Context: an optimization exercise on an open-source flow, tuned for small area and a short achievable clock period. The choices shown serve that exercise and are no tape-out recipe.
Only simulation tests tie the RTL to the original design; equivalence was not proved.
Power is estimated from default activity; no workload was simulated.

Setup of run 1:
## bfu_dif_top
module bfu_dif_top
  #(parameter  Q_POINT = 8,
    parameter  TW_ROM_DEPTH = 4,
    parameter ADDR_W = $clog2(TW_ROM_DEPTH),
    parameter TW_ROM_FILE = "tw_rom_p_8_st_1_q_8.mem")
   (
     input clk,
     input reset_n,
     input [31:0] a,
     input [31:0] b,
     input [ADDR_W-1:0] tw_addr,
     output [31:0] c_plus,
     output [31:0] c_minus
   );
Size: roughly 1,700 cells after synthesis.
export LEC_CHECK = 0
export CAP_MARGIN = 20
export CORE_MARGIN = 2
export CORE_UTILIZATION = 40
export SETUP_SLACK_MARGIN = 4.0
export SLEW_MARGIN = 20
create_clock -name core_clock -period 6.5 [get_ports {clk}]
standard.sh (not shown) runs the stock make flow with config.mk's settings and CLKGATE_MAP_FILE= SYNTH_SCRIPT=/design/flow/synth_recipe.tcl, a recipe that flattens the netlist after the stock synthesis.
==> flow/flow/run.sh <==
#!/bin/bash
# Standard layout, with the ports buffered by buf_2 cells instead of the
# cell buffer_ports picks by default, and a clock tree with larger sink
# clusters and no dummy loads. Each ORFS step logs under orfs/logs/.
set -euo pipefail
bash standard.sh BUFFER_PORTS_ARGS="-buffer_cell sky130_fd_sc_hd__buf_2" \
  CTS_ARGS="-sink_clustering_enable -repair_clock_nets -dont_use_dummy_load -sink_clustering_size 18 -sink_clustering_max_diameter 60 -buf_list sky130_fd_sc_hd__clkbuf_8" \
  finish > standard.log 2>&1
### run 1 -> run 2
- changing SETUP_SLACK_MARGIN from 4.0 to 4.1
- setting GPL_TIMING_DRIVEN to 0 for the first time
Core utilization: run 2 higher than run 1. NOTE: final worst-path setup slack in run 2 exceeds that of run 1. NOTE: sequential group share of total power in run 2 falls short of that of run 1. Worst setup timing slack at the placement stage: run 2 better than run 1. Going from run 1 to run 2, final critical-path required period now sits lower, net count reported at finish now sits higher. Re combinational power: run 1 was lower than run 2. From run 1 to run 2 the numbers moved as follows: wire length of the first global-routing pass moved up, via count of the first global-routing pass moved up, buffer count excluding the clock tree in the final layout moved up. On overall power of the completed layout, run 2 does worse than run 1.
### run 2 -> run 3
- removing GPL_TIMING_DRIVEN (formerly 0)
- changing SETUP_SLACK_MARGIN from 4.1 to 4.0
==> flow/flow/run.sh <==
#!/bin/bash
# Standard layout, with the ports buffered by buf_2 cells instead of the
# cell buffer_ports picks by default, and a clock tree with larger sink
# clusters and no dummy loads. Each ORFS step logs under orfs/logs/.
set -euo pipefail
bash standard.sh BUFFER_PORTS_ARGS="-buffer_cell sky130_fd_sc_hd__buf_2" \
  CTS_ARGS="-sink_clustering_enable -repair_clock_nets -dont_use_dummy_load -sink_clustering_size 30 -sink_clustering_max_diameter 80" \
  finish > standard.log 2>&1
Slack of the critical path, run 3 and run 2, higher one = run 3. ~same register area in run 3 and run 2. Max power across run 3 and run 2: run 2.

========
== lane 3 ==
bfu_dif_top again, from the RTL that the note above started with.
==> flow/config.mk <==
export PLATFORM = sky130hd
export DESIGN_NAME = bfu_dif_top
export DESIGN_NICKNAME = bfu_dif_top
export VERILOG_FILES = /design/flow/design.v
export SDC_FILE = /design/flow/constraint.sdc
export NUM_CORES = 4
export LEC_CHECK = 0
export CAP_MARGIN = 20
export CORE_MARGIN = 2
export CORE_UTILIZATION = 40
export SETUP_SLACK_MARGIN = 4.1
export SLEW_MARGIN = 20
==> flow/constraint.sdc <==
create_clock -name core_clock -period 6.5 [get_ports {clk}]
set_input_delay 1.3000 -clock core_clock [delete_from_list [all_inputs] [get_ports {clk}]]
set_output_delay 1.3000 -clock core_clock [all_outputs]
set_load 0.01 [all_outputs]
==> flow/flow/run.sh <==
#!/bin/bash
# Standard layout, with the ports buffered by buf_2 cells instead of the
# cell buffer_ports picks by default, and a clock tree with larger sink
# clusters and no dummy loads. Each ORFS step logs under orfs/logs/.
set -euo pipefail
bash standard.sh BUFFER_PORTS_ARGS="-buffer_cell sky130_fd_sc_hd__buf_2" \
  CTS_ARGS="-sink_clustering_enable -repair_clock_nets -dont_use_dummy_load -sink_clustering_size 18 -sink_clustering_max_diameter 60 -buf_list sky130_fd_sc_hd__clkbuf_8" \
  finish > standard.log 2>&1
Lane 3 finished every stage and its layout cleared the timing, design-rule and antenna checks.
What lane 4 does differently from lane 3 at the input level:
# lane 3
export LEC_CHECK = 0
export CAP_MARGIN = 20
export CORE_MARGIN = 2
export CORE_UTILIZATION = 40
export SETUP_SLACK_MARGIN = 4.1
export SLEW_MARGIN = 20
create_clock -name core_clock -period 6.5 [get_ports {clk}]
# lane 4
export LEC_CHECK = 0
export CAP_MARGIN = 20
export CORE_MARGIN = 2
export CORE_UTILIZATION = 40
export SETUP_SLACK_MARGIN = 3.85
export SLEW_MARGIN = 20
create_clock -name core_clock -period 6.5 [get_ports {clk}]
-- flow/flow/run.sh --
<<< lane 3, line 7
  CTS_ARGS="-sink_clustering_enable -repair_clock_nets -dont_use_dummy_load -sink_clustering_size 18 -sink_clustering_max_diameter 60 -buf_list sky130_fd_sc_hd__clkbuf_8" \
>>> lane 4, line 7
  CTS_ARGS="-sink_clustering_enable -repair_clock_nets -dont_use_dummy_load -sink_clustering_size 30 -sink_clustering_max_diameter 80" \
==> notes.md <==
Relative to lane 3, worst-case setup margin in the final layout has decreased by 190 ps in lane 4.
Looking at beginning of the critical path, the i1_nt3 result is from lane 4; the p6[23] one comes from lane 3.
Taking lane 3 as the reference, in lane 4 initial antenna violation count decreased by 1 relative to the old numbers; relative area of clock buffers and inverters in the final design increased by 0.68 points relative to the old numbers.

========
the reference run:
Another version of the RTL of bfu_dif_top (not shown whole).
Size: roughly 1700 cells after synthesis, roughly 440 flip-flops, roughly 130 I/O pins, roughly 18000 um^2 of cells after synthesis.
Design bfu_dif_top, start of the top module:
module bfu_dif_top
  #(parameter  Q_POINT = 8,
    parameter  TW_ROM_DEPTH = 4,
    parameter ADDR_W = $clog2(TW_ROM_DEPTH),
    parameter TW_ROM_FILE = "tw_rom_p_8_st_1_q_8.mem")
   (
     input clk,
     input reset_n,
     input [31:0] a,
     input [31:0] b,
     input [ADDR_W-1:0] tw_addr,
     output [31:0] c_plus,
     output [31:0] c_minus
   );
clock: 6.5 ns
lec_check: 0
cap_margin: 20
core_margin: 2
core_utilization: 40
setup_slack_margin: 4.0
slew_margin: 20
==> flow/flow/run.sh <==
#!/bin/bash
# Standard layout, with the ports buffered by buf_2 cells instead of the
# cell buffer_ports picks by default. Each ORFS step logs under orfs/logs/.
set -euo pipefail
bash standard.sh BUFFER_PORTS_ARGS="-buffer_cell sky130_fd_sc_hd__buf_2" finish > standard.log 2>&1
The reference run: done, clean on timing, DRC and antenna
[inputs] the trial run vs the reference run
==> flow/flow/run.sh <==
#!/bin/bash
# Standard layout, with the ports buffered by buf_2 cells instead of the
# cell buffer_ports picks by default, and a clock tree with larger sink
# clusters and no dummy loads. Each ORFS step logs under orfs/logs/.
set -euo pipefail
bash standard.sh BUFFER_PORTS_ARGS="-buffer_cell sky130_fd_sc_hd__buf_2" \
  CTS_ARGS="-sink_clustering_enable -repair_clock_nets -dont_use_dummy_load -sink_clustering_size 18 -sink_clustering_max_diameter 60 -buf_list sky130_fd_sc_hd__clkbuf_8" \
  finish > standard.log 2>&1
==> notes.md <==
[diff] clock skew, the trial run relative to the reference run: regression
Diff the trial run and the reference run: first-pass detailed-route iteration total lower in the trial run
Taking the reference run as the reference, in the trial run design area fell by 3.8%; share of cells above drive strength 1 fell by 0.55 points; share of the cycle needed by the critical path after routing rose by 1.0 points; quantity of gates resized following cts rose by 10%; via total after detailed routing stayed essentially flat.
Area share of xor/xnor cells in the synthesized design: the trial run vs the reference run, no meaningful difference

## static timing again, ports no longer ideal
No port has a modelled driver above. Below, the same layouts with a new extraction and two added sets of constraints. Step 1 assumes that a clkbuf_16 drives the clock port and a buf_2 every other input. Step 2 also shifts input and output timing later by t, the mid clock arrival at the registers, as if the neighbouring blocks saw the same clock. Slacks: ideal / step 1 / step 2; pairs: ideal / step 1.
| run | shift t [ns] | setup slack, ns | worst register clock-pin slew, ns | pins driven straight from the clock port |
|---|---|---|---|---|
| run 1 | 0.639 | 4.095 / 4.047 / 3.570 | 0.10 / 0.10 | 1 |
| run 2 | 0.631 | 4.100 / 4.052 / 3.650 | 0.11 / 0.11 | 1 |
| run 3 | 0.612 | 4.121 / 4.067 / 3.596 | 0.10 / 0.10 | 1 |
| lane 3 | 0.627 | 4.136 / 4.083 / 3.633 | 0.11 / 0.11 | 1 |
| lane 4 | 0.599 | 3.949 / 3.949 / 3.640 | 0.11 / 0.11 | 1 |
| the reference run | 0.615 | 4.004 / 4.004 / 3.498 | 0.06 / 0.06 | 1 |
| the trial run | 0.611 | 3.936 / 3.936 / 3.461 | 0.10 / 0.10 | 1 |
After both steps setup and hold are still met in every run listed.
